From an optimization exercise on the open Yosys and OpenROAD flow, aimed at small area; shortcuts taken in it are not production practice. The RTL was checked by simulation tests, not by an equivalence proof against the original design. The flow treats the clock pin as an ideal source, which a real chip does not have. Power is estimated from default activity; no workload was simulated.

==> flow/design.v (excerpt) <==
module game_core(
    input  logic        clk,
    input  logic        reset,           
    input  logic        frame_clk,       
    input  logic [15:0] keycode,
    input  logic [9:0]  DrawX, DrawY,    
    output logic [2:0]  Health,
    output logic        active_key,
    output logic        dungeon_frame1, dungeon_frame2, dungeon_frame3,
    output logic        initial_frame, final_frame, game_over,
    output logic [9:0]  Monster_X, Monster_Y, Monster_X_2, Monster_Y_2,
    output logic [9:0]  monster_bullet_X_L, monster_bullet_Y_L,
                        monster_bullet_X_R, monster_bullet_Y_R,
                        monster_bullet_X_U, monster_bullet_Y_U,
                        monster_bullet_X_D, monster_bullet_Y_D,
    output logic [9:0]  bullet_X, bullet_Y,
    output logic [9:0]  char_frame_X, char_frame_Y,
    output logic        character_frame,
  ...
Size: about 220 flip-flops, about 450 I/O pins, about 27000 µm² of cells after synthesis.
clock: 12.0 ns
lec_check: 0
cap_margin: 20
core_margin: 2
core_utilization: 40
slew_margin: 20
run.sh (not shown) runs the stock make flow with config.mk's settings and CLKGATE_MAP_FILE= SYNTH_SCRIPT=/design/flow/synth_recipe.tcl, a recipe that flattens the netlist after the stock synthesis.
The first run went through all stages and came out clean.
Next try:
CTS_BUF_LIST = sky130_fd_sc_hd__clkbuf_2 sky130_fd_sc_hd__clkbuf_4   (was not set)
Result: Via count rose by 0.99%; cell area shrinks by about 0.4%; maximum frequency stays flat; wire length rises by about 0.34%; sequential share of layout area is about the same.

========
Another version of the RTL of game_core (not shown whole).
For scale: ~2,700 cells after synthesis, roughly 450 I/O pins, about 0.026 mm2 of cells after synthesis.
export LEC_CHECK = 0
export CAP_MARGIN = 20
export CORE_MARGIN = 2
export CORE_UTILIZATION = 65
export CTS_BUF_LIST = sky130_fd_sc_hd__clkbuf_8
export CTS_CLUSTER_DIAMETER = 60
export CTS_CLUSTER_SIZE = 14
export SLEW_MARGIN = 20
create_clock -name core_clock -period 12.0 [get_ports {clk}]
standard.sh (not shown) runs the stock make flow with config.mk's settings and CLKGATE_MAP_FILE= SYNTH_SCRIPT=/design/flow/synth_recipe.tcl, a recipe that flattens the netlist after the stock synthesis.
==> flow/flow/run.sh <==
#!/bin/bash
# Standard layout, except that the port buffers are the platform's smallest
# buffer (buf_1) instead of the default pick, and that after CTS the cells on
# paths with spare slack are downsized (flow/recover.tcl, run as the CTS
# step's POST hook). Every tool's output is kept in a log file in the work
# folder (ORFS's own logs under orfs/logs, make's output in standard_flow.log).
set -euo pipefail
bash standard.sh BUFFER_PORTS_ARGS="-buffer_cell sky130_fd_sc_hd__buf_1" \
    POST_CTS_TCL="$PWD/flow/recover.tcl" SKIP_REPAIR_TIE_FANOUT=1 finish > standard_flow.log 2>&1
==> flow/flow/recover.tcl <==
# After CTS: downsize cells on paths with spare slack to recover area, then
# legalize the placement again.
log_cmd estimate_parasitics -placement
log_cmd repair_timing -recover_power 100 -setup_margin 0.1 -verbose
log_cmd detailed_placement
check_placement -verbose
log_cmd estimate_parasitics -placement
report_worst_slack -max
report_design_area
The baseline completed without violations.
Edit:
==> flow/flow/run.sh (replaced) <==
#!/bin/bash
# Standard layout, except that: the port buffers are the platform's smallest
# buffer (buf_1) instead of the default pick; the constant outputs share one
# tie cell (repair_design buffers its net) instead of one tie cell each; and
# after CTS the cells on paths with spare slack are downsized
# (flow/recover.tcl, run as the CTS step's POST hook). Every tool's output is kept in a log file in the work
# folder (ORFS's own logs under orfs/logs, make's output in standard_flow.log).
set -euo pipefail
bash standard.sh BUFFER_PORTS_ARGS="-buffer_cell sky130_fd_sc_hd__buf_1" \
    POST_CTS_TCL="$PWD/flow/recover.tcl" SKIP_REPAIR_TIE_FANOUT=1 finish > standard_flow.log 2>&1
CTS_BUF_LIST = sky130_fd_sc_hd__clkbuf_2 sky130_fd_sc_hd__clkbuf_4   (was sky130_fd_sc_hd__clkbuf_8)
CTS_CLUSTER_DIAMETER = unset   (was 60)
CTS_CLUSTER_SIZE = unset   (was 14)
Result: Sequential power stays flat. Wire length grows by 0.51%. Clock skew grows by 0.016 ns. Clock-buffer cell count grows by 61.
Edit:
==> flow/flow/run.sh (replaced) <==
#!/bin/bash
# Standard layout, except that the port buffers are the platform's smallest
# buffer (buf_1) instead of the default pick, and that after CTS the cells on
# paths with spare slack are downsized (flow/recover.tcl, run as the CTS
# step's POST hook). Every tool's output is kept in a log file in the work
# folder (ORFS's own logs under orfs/logs, make's output in standard_flow.log).
set -euo pipefail
bash standard.sh BUFFER_PORTS_ARGS="-buffer_cell sky130_fd_sc_hd__buf_1" \
    POST_CTS_TCL="$PWD/flow/recover.tcl" SKIP_REPAIR_TIE_FANOUT=1 finish > standard_flow.log 2>&1
CTS_BUF_LIST = sky130_fd_sc_hd__clkbuf_4 sky130_fd_sc_hd__clkbuf_8   (was sky130_fd_sc_hd__clkbuf_2 sky130_fd_sc_hd__clkbuf_4)
CTS_CLUSTER_DIAMETER = 75   (was unset)
CTS_CLUSTER_SIZE = 8   (was unset)
Effect: Clock-buffer cell count falls by 37; combinational power hardly moves; first-iteration DRC count falls by 4.6%; final area falls by 0.69%; critical path depth rises by 4; global-route usage falls by 0.25 points; setup slack got worse by 0.060 ns; hold slack improved by 0.015 ns; fmax falls by 0.51%; total power falls by 5.3%.

afterwards: timing with drivers on the ports:
The flow's constraints put no driver on any port. The routed layouts listed below were extracted and timed again, unchanged, in two steps.
Step 1 sets driving cells, clkbuf_16 on the clock port and buf_2 on the other inputs (assumed; they add their load-dependent delay and slew).
Step 2 moves the port delays by t, midway between the first and last clock arrival at a register: inputs arrive t later, outputs are due t later. That takes back most of the time a late clock gives input paths.
Three values: no drivers, after step 1, after step 2; two values: the first two.
run | t (ns) | setup slack, ns | latest minus earliest clock arrival (ns) | worst register clock-pin slew, ns | pins driven straight from the clock port
the first run of note 1 | 0.629 | 0.221 / 0.189 / 0.080 | 0.030 / 0.031 | 0.07 / 0.07 | 1
the second run of note 1 | 0.904 | 0.225 / 0.194 / 0.026 | 0.098 / 0.098 | 0.08 / 0.08 | 1
the first run of note 2 | 0.714 | 0.441 / 0.408 / -0.177 | 0.056 / 0.055 | 0.10 / 0.10 | 1
the second run of note 2 | 0.825 | 0.370 / 0.315 / -0.238 | 0.071 / 0.071 | 0.09 / 0.09 | 1
the third run of note 2 | 0.667 | 0.309 / 0.273 / -0.321 | 0.038 / 0.039 | 0.08 / 0.08 | 1
With both steps, setup timing fails in the first run of note 2, the second run of note 2 and the third run of note 2, where it was met with ideal ports. For the third run of note 2, which loses most, drivers alone change the setup slack by -0.036 ns; drivers and shift together by -0.630 ns.
